Context: an optimization exercise on an open-source flow, tuned for small area. The choices shown serve that exercise and are no tape-out recipe.
The RTL was checked by simulation tests, not by an equivalence proof against the original design.
Power and IR drop assume default switching activity.

==> config.mk <==
export PLATFORM = sky130hd
export DESIGN_NAME = vga_colorbar
export DESIGN_NICKNAME = vga_colorbar
export VERILOG_FILES = /design/flow/design.v
export SDC_FILE = /design/flow/constraint.sdc
export NUM_CORES = 4
export LEC_CHECK = 0
export CAP_MARGIN = 20
export CORE_MARGIN = 2
export CORE_UTILIZATION = 40
export PLACE_DENSITY = 0.6
export SLEW_MARGIN = 20
==> design.v <==
`timescale 1ns / 1ns
module pll(
    input wire sys_clk , 
    input wire sys_rst_n , 
    output wire vga_en 
);
reg clk_25;
always @(posedge sys_clk or negedge sys_rst_n) begin
    if (!sys_rst_n) begin
        clk_25 <= 0;
    end else begin
        clk_25 <= ~clk_25;
    end
end
assign vga_en = ~clk_25;
endmodule
`timescale 1ns / 1ns
module vga_ctrl(
    input  wire        vga_clk,     
    input  wire        vga_en,
    input  wire        sys_rst_n,   
    input  wire [15:0] pix_data,    
    output wire [9:0]  pix_x,       
    output wire [9:0]  pix_y,       
    output wire        hsync,       
    output wire        vsync,       
    output wire [15:0] rgb          
);
localparam H_SYNC_PULSE  = 10'd96;   
localparam H_BACK_PORCH  = 10'd40;  
localparam H_LEFT_BORDER = 10'd8;   
localparam H_ACTIVE      = 10'd640;  
localparam H_RIGHT_BORDER= 10'd8;    
localparam H_FRONT_PORCH = 10'd8;   
localparam H_TOTAL_CYCLES= 10'd800;  
localparam V_SYNC_PULSE  = 10'd2;   
localparam V_BACK_PORCH  = 10'd25;   
localparam V_TOP_BORDER  = 10'd8;    
localparam V_ACTIVE      = 10'd480;  
localparam V_BOTTOM_BORDER=10'd8;   
localparam V_FRONT_PORCH = 10'd2;   
localparam V_TOTAL_LINES = 10'd525;  
localparam H_SYNC_END   = H_SYNC_PULSE;
localparam H_BP_END     = H_SYNC_END + H_BACK_PORCH;
localparam H_BORDER_END = H_BP_END + H_LEFT_BORDER;
localparam H_ACTIVE_END = H_BORDER_END + H_ACTIVE;
localparam H_FP_START   = H_ACTIVE_END + H_RIGHT_BORDER;
localparam V_SYNC_END   = V_SYNC_PULSE;
localparam V_BP_END     = V_SYNC_END + V_BACK_PORCH;
localparam V_BORDER_END = V_BP_END + V_TOP_BORDER;
localparam V_ACTIVE_END = V_BORDER_END + V_ACTIVE;
localparam V_FP_START   = V_ACTIVE_END + V_BOTTOM_BORDER;
reg [9:0] h_counter;    
reg [9:0] v_counter;   
wire in_h_active_region;  
wire in_v_active_region;  
wire in_active_display;  
wire data_request_region; 
always @(posedge vga_clk or negedge sys_rst_n) begin
    if (!sys_rst_n) begin
        h_counter <= 10'd0;
    end else if (vga_en) begin
        if (h_counter == H_TOTAL_CYCLES - 1'd1) begin
            h_counter <= 10'd0;  
        end else begin
            h_counter <= h_counter + 1'd1;  
        end
    end
end
always @(posedge vga_clk or negedge sys_rst_n) begin
    if (!sys_rst_n) begin
        v_counter <= 10'd0;
    end else if (vga_en) begin
        if (h_counter == H_TOTAL_CYCLES - 1'd1) begin
            if (v_counter == V_TOTAL_LINES - 1'd1) begin
                v_counter <= 10'd0;  
            end else begin
                v_counter <= v_counter + 1'd1;  
            end
        end
    end
end
assign hsync = (h_counter < H_SYNC_PULSE) ? 1'b1 : 1'b0;
assign vsync = (v_counter < V_SYNC_PULSE) ? 1'b1 : 1'b0;
assign in_h_active_region = (h_counter >= H_BORDER_END) && 
                           (h_counter < H_ACTIVE_END);
assign in_v_active_region = (v_counter >= V_BORDER_END) && 
                           (v_counter < V_ACTIVE_END);
assign in_active_display = in_h_active_region && in_v_active_region;
assign data_request_region = ((h_counter >= H_BORDER_END - 1'd1) && 
                             (h_counter < H_ACTIVE_END - 1'd1)) &&
                             in_v_active_region;
assign pix_x = data_request_region ? 
              (h_counter - (H_BORDER_END - 1'd1)) : 10'h3FF;
assign pix_y = data_request_region ? 
              (v_counter - V_BORDER_END) : 10'h3FF;
assign rgb = in_active_display ? pix_data : 16'h0000;
endmodule
`timescale 1ns / 1ns
module vga_pic(
    input  wire        vga_clk,
    input  wire        vga_en,
    input  wire        sys_rst_n,
    input  wire [9:0]  pix_x,
    input  wire [9:0]  pix_y,
    output reg  [15:0] pix_data
);
    localparam BLACK  = 16'h0000;
    localparam WHITE  = 16'hFFFF;
    localparam X_START  = 10'd120;  
    localparam Y_START  = 10'd190;
    localparam LETTER_H = 10'd90;   
    localparam LETTER_W = 10'd90;   
    localparam GAP      = 10'd25;   
    localparam STROKE   = 10'd15;      
    localparam MID_STROKE = 10'd22;
    wire in_m_box = (pix_x >= X_START) &&
                    (pix_x <  X_START + LETTER_W) &&
                    (pix_y >= Y_START) &&
                    (pix_y <  Y_START + LETTER_H);
    wire [9:0] m_x_off = pix_x - X_START;
    wire [9:0] m_y_off = pix_y - Y_START;
    wire m_left_bar   = (m_x_off < STROKE + 2); 
    wire m_right_bar  = (m_x_off >= LETTER_W - STROKE - 2); 
    wire m_slope1     = (m_x_off >= STROKE - 2) && (m_x_off < LETTER_W/2) && 
                        (m_y_off >= (LETTER_H * (m_x_off - (STROKE - 2))) / (LETTER_W/2 - (STROKE - 2)) - STROKE/2) &&
                        (m_y_off <= (LETTER_H * (m_x_off - (STROKE - 2))) / (LETTER_W/2 - (STROKE - 2)) + STROKE/2) &&
                        (m_y_off >= 0);
    wire m_slope2     = (m_x_off >= LETTER_W/2) && (m_x_off < LETTER_W - STROKE + 2) && 
                        (m_y_off >= LETTER_H - (LETTER_H * (m_x_off - LETTER_W/2)) / (LETTER_W/2 - (STROKE - 2)) - STROKE/2) &&
                        (m_y_off <= LETTER_H - (LETTER_H * (m_x_off - LETTER_W/2)) / (LETTER_W/2 - (STROKE - 2)) + STROKE/2) &&
                        (m_y_off >= 0);
    wire draw_m = in_m_box && (m_left_bar || m_right_bar || m_slope1 || m_slope2);
    localparam U_X_START = X_START + LETTER_W + GAP;
    wire in_u_box = (pix_x >= U_X_START) &&
                    (pix_x < U_X_START + LETTER_W) &&
                    (pix_y >= Y_START) &&
                    (pix_y < Y_START + LETTER_H);
    wire [9:0] u_x_off = pix_x - U_X_START;
    wire [9:0] u_y_off = pix_y - Y_START;
    wire u_left_bar   = (u_x_off < STROKE);                            
    wire u_right_bar  = (u_x_off >= LETTER_W - STROKE);               
    wire u_bottom_bar = (u_y_off >= LETTER_H - STROKE) &&              
                        (u_x_off >= 0) && (u_x_off < LETTER_W);
    wire draw_u = in_u_box && (u_left_bar || u_right_bar || u_bottom_bar);
    localparam S_X_START = U_X_START + LETTER_W + GAP;
    wire in_s_box = (pix_x >= S_X_START) &&
                    (pix_x < S_X_START + LETTER_W) &&
                    (pix_y >= Y_START) &&
                    (pix_y < Y_START + LETTER_H);
    wire [9:0] s_x_off = pix_x - S_X_START;
    wire [9:0] s_y_off = pix_y - Y_START;
    wire s_top_bar = (s_y_off < STROKE) && 
                     (s_x_off >= STROKE);
    wire s_mid_bar = (s_y_off >= LETTER_H/2 - STROKE/2) &&
                     (s_y_off <= LETTER_H/2 + STROKE/2) &&
                     (s_x_off >= (s_y_off < LETTER_H/2 ? 0 : STROKE)) &&
                     (s_x_off <= (s_y_off < LETTER_H/2 ? LETTER_W - STROKE : LETTER_W));
    wire s_bottom_bar = (s_y_off > LETTER_H - STROKE) &&
                        (s_x_off <= LETTER_W - STROKE);
    wire s_left_top = (s_x_off < STROKE) &&
                      (s_y_off >= STROKE) &&
                      (s_y_off < LETTER_H/2);
    wire s_right_bottom = (s_x_off > LETTER_W - STROKE) &&
                          (s_y_off > LETTER_H/2) &&
                          (s_y_off <= LETTER_H - STROKE);
    wire draw_s = in_s_box && (s_top_bar || s_mid_bar || s_bottom_bar || s_left_top || s_right_bottom);
    localparam T_X_START = S_X_START + LETTER_W + GAP;
    wire in_t_box = (pix_x >= T_X_START) &&
                    (pix_x < T_X_START + LETTER_W) &&
                    (pix_y >= Y_START) &&
                    (pix_y < Y_START + LETTER_H);
    wire [9:0] t_x_off = pix_x - T_X_START;
    wire [9:0] t_y_off = pix_y - Y_START;
    wire t_horizontal = (t_y_off < STROKE) &&                        
                        (t_x_off >= 0) && (t_x_off < LETTER_W);
    wire t_vertical   = (t_x_off >= LETTER_W/2 - STROKE/2) &&       
                        (t_x_off <= LETTER_W/2 + STROKE/2) &&
                        (t_y_off >= STROKE);
    wire draw_t = in_t_box && (t_horizontal || t_vertical);
    always @(posedge vga_clk or negedge sys_rst_n) begin
        if (!sys_rst_n)
            pix_data <= BLACK;
        else if (vga_en)
            pix_data <= (draw_m || draw_u || draw_s || draw_t) ? WHITE : BLACK;
    end
endmodule
`timescale 1ns / 1ns
module vga_colorbar(
input wire sys_clk , 
input wire sys_rst_n , 
output wire hsync , 
output wire vsync , 
output wire [15:0] rgb 
);
 wire vga_en ; 
 wire [9:0] pix_x ; 
 wire [9:0] pix_y ; 
 wire [15:0] pix_data;
 pll pll_inst
 (
 .sys_clk(sys_clk),
 .sys_rst_n(sys_rst_n),
 .vga_en(vga_en)
 );
 vga_pic vga_pic_inst
 (
 .vga_clk (sys_clk ), 
 .vga_en (vga_en ), 
 .sys_rst_n (sys_rst_n ), 
 .pix_x (pix_x ), 
 .pix_y (pix_y ), 
 .pix_data (pix_data ) 
 );
 vga_ctrl vga_ctrl_inst
 (
 .vga_clk (sys_clk ), 
 .vga_en (vga_en ), 
 .sys_rst_n (sys_rst_n ), 
 .pix_data (pix_data ), 
 .pix_x (pix_x ), 
 .pix_y (pix_y ), 
 .hsync (hsync ), 
 .vsync (vsync ), 
 .rgb (rgb ) 
 );
 endmodule
==> run.sh <==
#!/bin/bash
# synth_recipe.tcl (not shown) runs the flow's synth.tcl, then flattens the netlist and writes it again
# the make line also repeats each setting of config.mk as NAME=value (left out here)
make -C /OpenROAD-flow-scripts/flow DESIGN_CONFIG=/design/flow/config.mk WORK_HOME=/design/flow/orfs CLKGATE_MAP_FILE= SYNTH_SCRIPT=/design/flow/synth_recipe.tcl finish
==> constraint.sdc <==
create_clock -name core_clock -period 20.0 [get_ports {sys_clk}]
set_input_delay 4.0000 -clock core_clock [delete_from_list [all_inputs] [get_ports {sys_clk}]]
set_output_delay 4.0000 -clock core_clock [all_outputs]
set_load 0.01 [all_outputs]
==> metrics.cfg <==
[setup_path]
r2r.worst_path.cells=34
reg2reg_from=vga_ctrl_inst.h_counter[0]$_DFFE_PN0N_
path_common_cell=ha_1
arrival_ns=10.37
worstSetupEndpointType=flip-flop
worstSetupPathType=reg2reg
worstPathRequired_ns=20.19
worst-path-max-fanout=14
r2r-end=vga_pic_inst.pix_data[14]$_DFFE_PN0N_
cp-start-kind=flip-flop
crit_slowest_cell=dfrtp_1
cp_slowest_stage_delay_ns=0.68
r2r_slack_ns=9.82

[global_route]
grt.total_usage_pct=20.4
grt_pass1_wl_um=37400
grt_overflow=0
grt_antenna_before_repair=0
grt_max_degree=23
first_global_vias=7370

[drt]
ant_nets=0
finalWirelength_um=22600
vias=7795
drc=0
routedWlPerCell_um=16.8
firstDrtPassIters=5
drtIter0Drc=713
via_per_inst=5.80

[die]
die_w_um=149
core_area_um2=20800
start_util_pct=40.5
row_count=53
die_area_um2=22300
fp.dieH_um=149
pin_count=20

[power]
seqPwrFrac_pct=50.2
pwr-share-clk_pct=48.7
p_sw_w=0.0000177
vdd_drop_max_v=0.0000255
p_leak_nw=3.70
p_int_w=0.0000710
switching_share_pct=19.9
powerDensity_nw_per_um2=10.1
power_frac_comb_pct=1.1

[logic_synthesis]
synth-main-ff-cell=dfrtp_1
synth-edff-count=0
syn_area_per_cell_um2=7.67
yosysUniqueCellTypes=89
synth_area_leaders=ha_1 (18%), fa_1 (9.3%), xnor2_1 (8.9%), dfrtp_1 (6.5%), inv_1 (4.5%)
yosys_warnings=3
yosys.area.top_type_share_pct=17.5
synthArstFlopShare_pct=100
synth_top_cell_by_area=ha_1
seq_area_frac_synth_pct=6.53
ys_ff_latch=22
syn-num-nets=1258
synthesis.area_um2=8430
synthesis.instances=1099

[final_layout]
stdcell_area_um2=8770
layout_commonest_cell=ha_1
layout-drive-gt1-share_pct=4.30
final_cell_mix=ha_1 (118), inv_1 (102), xnor2_1 (86)
areaGrowthSynthToFinish_pct=4.07
nNetsFinal=1231
stdcell_count=1345
nFillCells=2134
antenna-diode-count=0

[placed_design]
port_buffers=19
preCtsSetupSlack_ns=9.99
placedInstanceArea_um2=8700
gp_congestion=0.956
dp_cells=1342
dp_hpwl_um=18600

[clock_tree]
htree_levels=1
holdBufCountCts=0
post_cts_buffers=0
cts.repair.resized=0
numCtsBuffers=3
cts.clk_slew.worst_paths_ns=0.07
cts_root_buf=clkbuf_16
cts_sinks=22
cts_tree=built
clock_path_buffers=2
worstSkewPairLatency_ns=0.26

[sta]
tightest_slew_ns=0.905
slew_viol_final=0
setup_viol=0
timing.final.ws_setup_ns=9.82
relSlewSlack_pct=39.2
fmax_mhz=98.2
finalCritPeriodShare_pct=50.9
rsz0062_at_grt=no
finClkSkew_ns=0.0124
fin_tns_setup_ns=0
hold_viol_final=0
finalCriticalPeriod_ns=10.18

[hold_path]
min_path_type=reg2reg
holdCritStartpoint=vga_pic_inst.pix_data[14]$_DFFE_PN0N_
holdPathEnd=vga_pic_inst.pix_data[14]$_DFFE_PN0N_
holdPathStages=2

[flow_run]
maxCapViolations=0

[outcome]
outcome=no timing/DRC/antenna violations

[critical path: cells and delay by family, from the launching register on]
family                   cells  cell delay [ns]
flip-flops                   1             0.68
adder cells (fa/ha/maj)      7             3.05
AND/OR/NAND/NOR              9             2.03
AO/OA/AOI/OAI               11             3.05
buffers and inverters        4             0.47
XOR/XNOR                     3             0.82
[synth_stat cells, drive strengths merged, types with 11 or more instances]
library cell,instances
dfrtp,22
nor2,67
xor2,36
o21ai,57
nand2b,12
nor4,17
fa,39
clkbuf,26
nand2,85
nor3,40
a21oi,64
xnor2,87
inv,103
ha,118
buf,34
a31oi,13
nand4,19
or3,11
nand3,38
a211oi,17
a21o,18
[worst max path at each step]
stage | startpoint | endpoint | cells past startpoint | slack (ns)
finish | vga_ctrl_inst.h_counter[0]$_DFFE_PN0N_ | vga_pic_inst.pix_data[14]$_DFFE_PN0N_ | 34 | 9.82
global route | vga_ctrl_inst.h_counter[0]$_DFFE_PN0N_ | vga_pic_inst.pix_data[14]$_DFFE_PN0N_ | 34 | 8.84
detailed placement | vga_ctrl_inst.h_counter[0]$_DFFE_PN0N_ | vga_pic_inst.pix_data[14]$_DFFE_PN0N_ | 34 | 9.99
global placement | vga_ctrl_inst.h_counter[0]$_DFFE_PN0N_ | vga_pic_inst.pix_data[14]$_DFFE_PN0N_ | 34 | 10.31
CTS | vga_ctrl_inst.h_counter[0]$_DFFE_PN0N_ | vga_pic_inst.pix_data[14]$_DFFE_PN0N_ | 34 | 9.94
floorplan | vga_ctrl_inst.v_counter[1]$_DFFE_PN0P_ | vga_pic_inst.pix_data[14]$_DFFE_PN0N_ | 37 | 11.55
[cells by family after synthesis]
| kind of cell | count (synthesis) | share of synthesized area (%) |
|---|---|---|
| DFF | 22 | 6.53 |
| AOI/OAI and AO/OA | 274 | 22.3 |
| xor gates and xnor gates | 123 | 13.0 |
| buffers and inverters | 163 | 8.49 |
| and+or+nand+nor | 351 | 21.7 |
| muxes | 9 | 1.25 |
| adders and majority gates | 157 | 26.8 |
[layer usage]
layer  wire (µm)  track usage (%)  vias to the layer above
met5           0                0                        -
met4         310             2.95                        0
met3        1270             2.60                       28
met2        9930             32.9                      222
met1       11100             29.7                     3668
li1            -                -                     3877
[stage by stage]
stage	total power [W]	utilization, %	hold WS, ns
2_1_floorplan	0.0000453	-	0.518
3_3_place_gp	0.0000465	41.8	0.631
3_5_place_dp	0.0000465	41.8	0.622
4_1_cts	0.0000888	42.2	0.636
5_1_grt	0.0000917	42.1	0.656
6_report	0.0000887	42.1	0.619
[power groups by stage]
stage          Clock [W]  Sequential [W]  Combinational, W
5_1_grt        0.0000460       0.0000445        0.00000118
2_1_floorplan          0       0.0000453     0.00000000346
3_3_place_gp           0       0.0000453        0.00000113
6_report       0.0000432       0.0000445       0.000000981
3_5_place_dp           0       0.0000453        0.00000116
4_1_cts        0.0000432       0.0000445        0.00000115
[registers in the layout, summed over array words and instances, names as in the netlist]
name / flops
vga_ctrl_inst.h_counter: 10
vga_pic_inst.pix_data: 1
pll_inst.clk_25: 1
vga_ctrl_inst.v_counter: 10
[area by class of cell]
class / instances / area, µm² / area share (%)
tap: 275 / 344 / 3.92
inverter: 103 / 387 / 4.41
multi-input combinational: 914 / 7160 / 81.7
sequential: 22 / 551 / 6.27
clock buffer: 3 / 75.1 / 0.856
timing repair buffer: 28 / 253 / 2.88

[port drivers added, routing unchanged]
The flow's constraints put no driver on any port. The routed layout listed below was extracted and timed again, unchanged, in two steps.
Step 1 assumes that a clkbuf_16 drives the clock port and a buf_2 every other input.
Step 2 times the ports against the registers' clock, not the clock port: input delays grow and output delays shrink by t, the midpoint of the rising clock arrivals with the driver on.
Three values: ideal ports, drivers, drivers and shift; two values: the first two.
t (ns): 0.285
setup slack, ns: 9.819 / 9.819 / 9.819
worst register clock-pin slew, ns: 0.07 / 0.07
After both steps setup and hold are still met in this run. For this run, drivers alone change the setup slack by 0.000 ns; drivers and shift together by 0.000 ns.
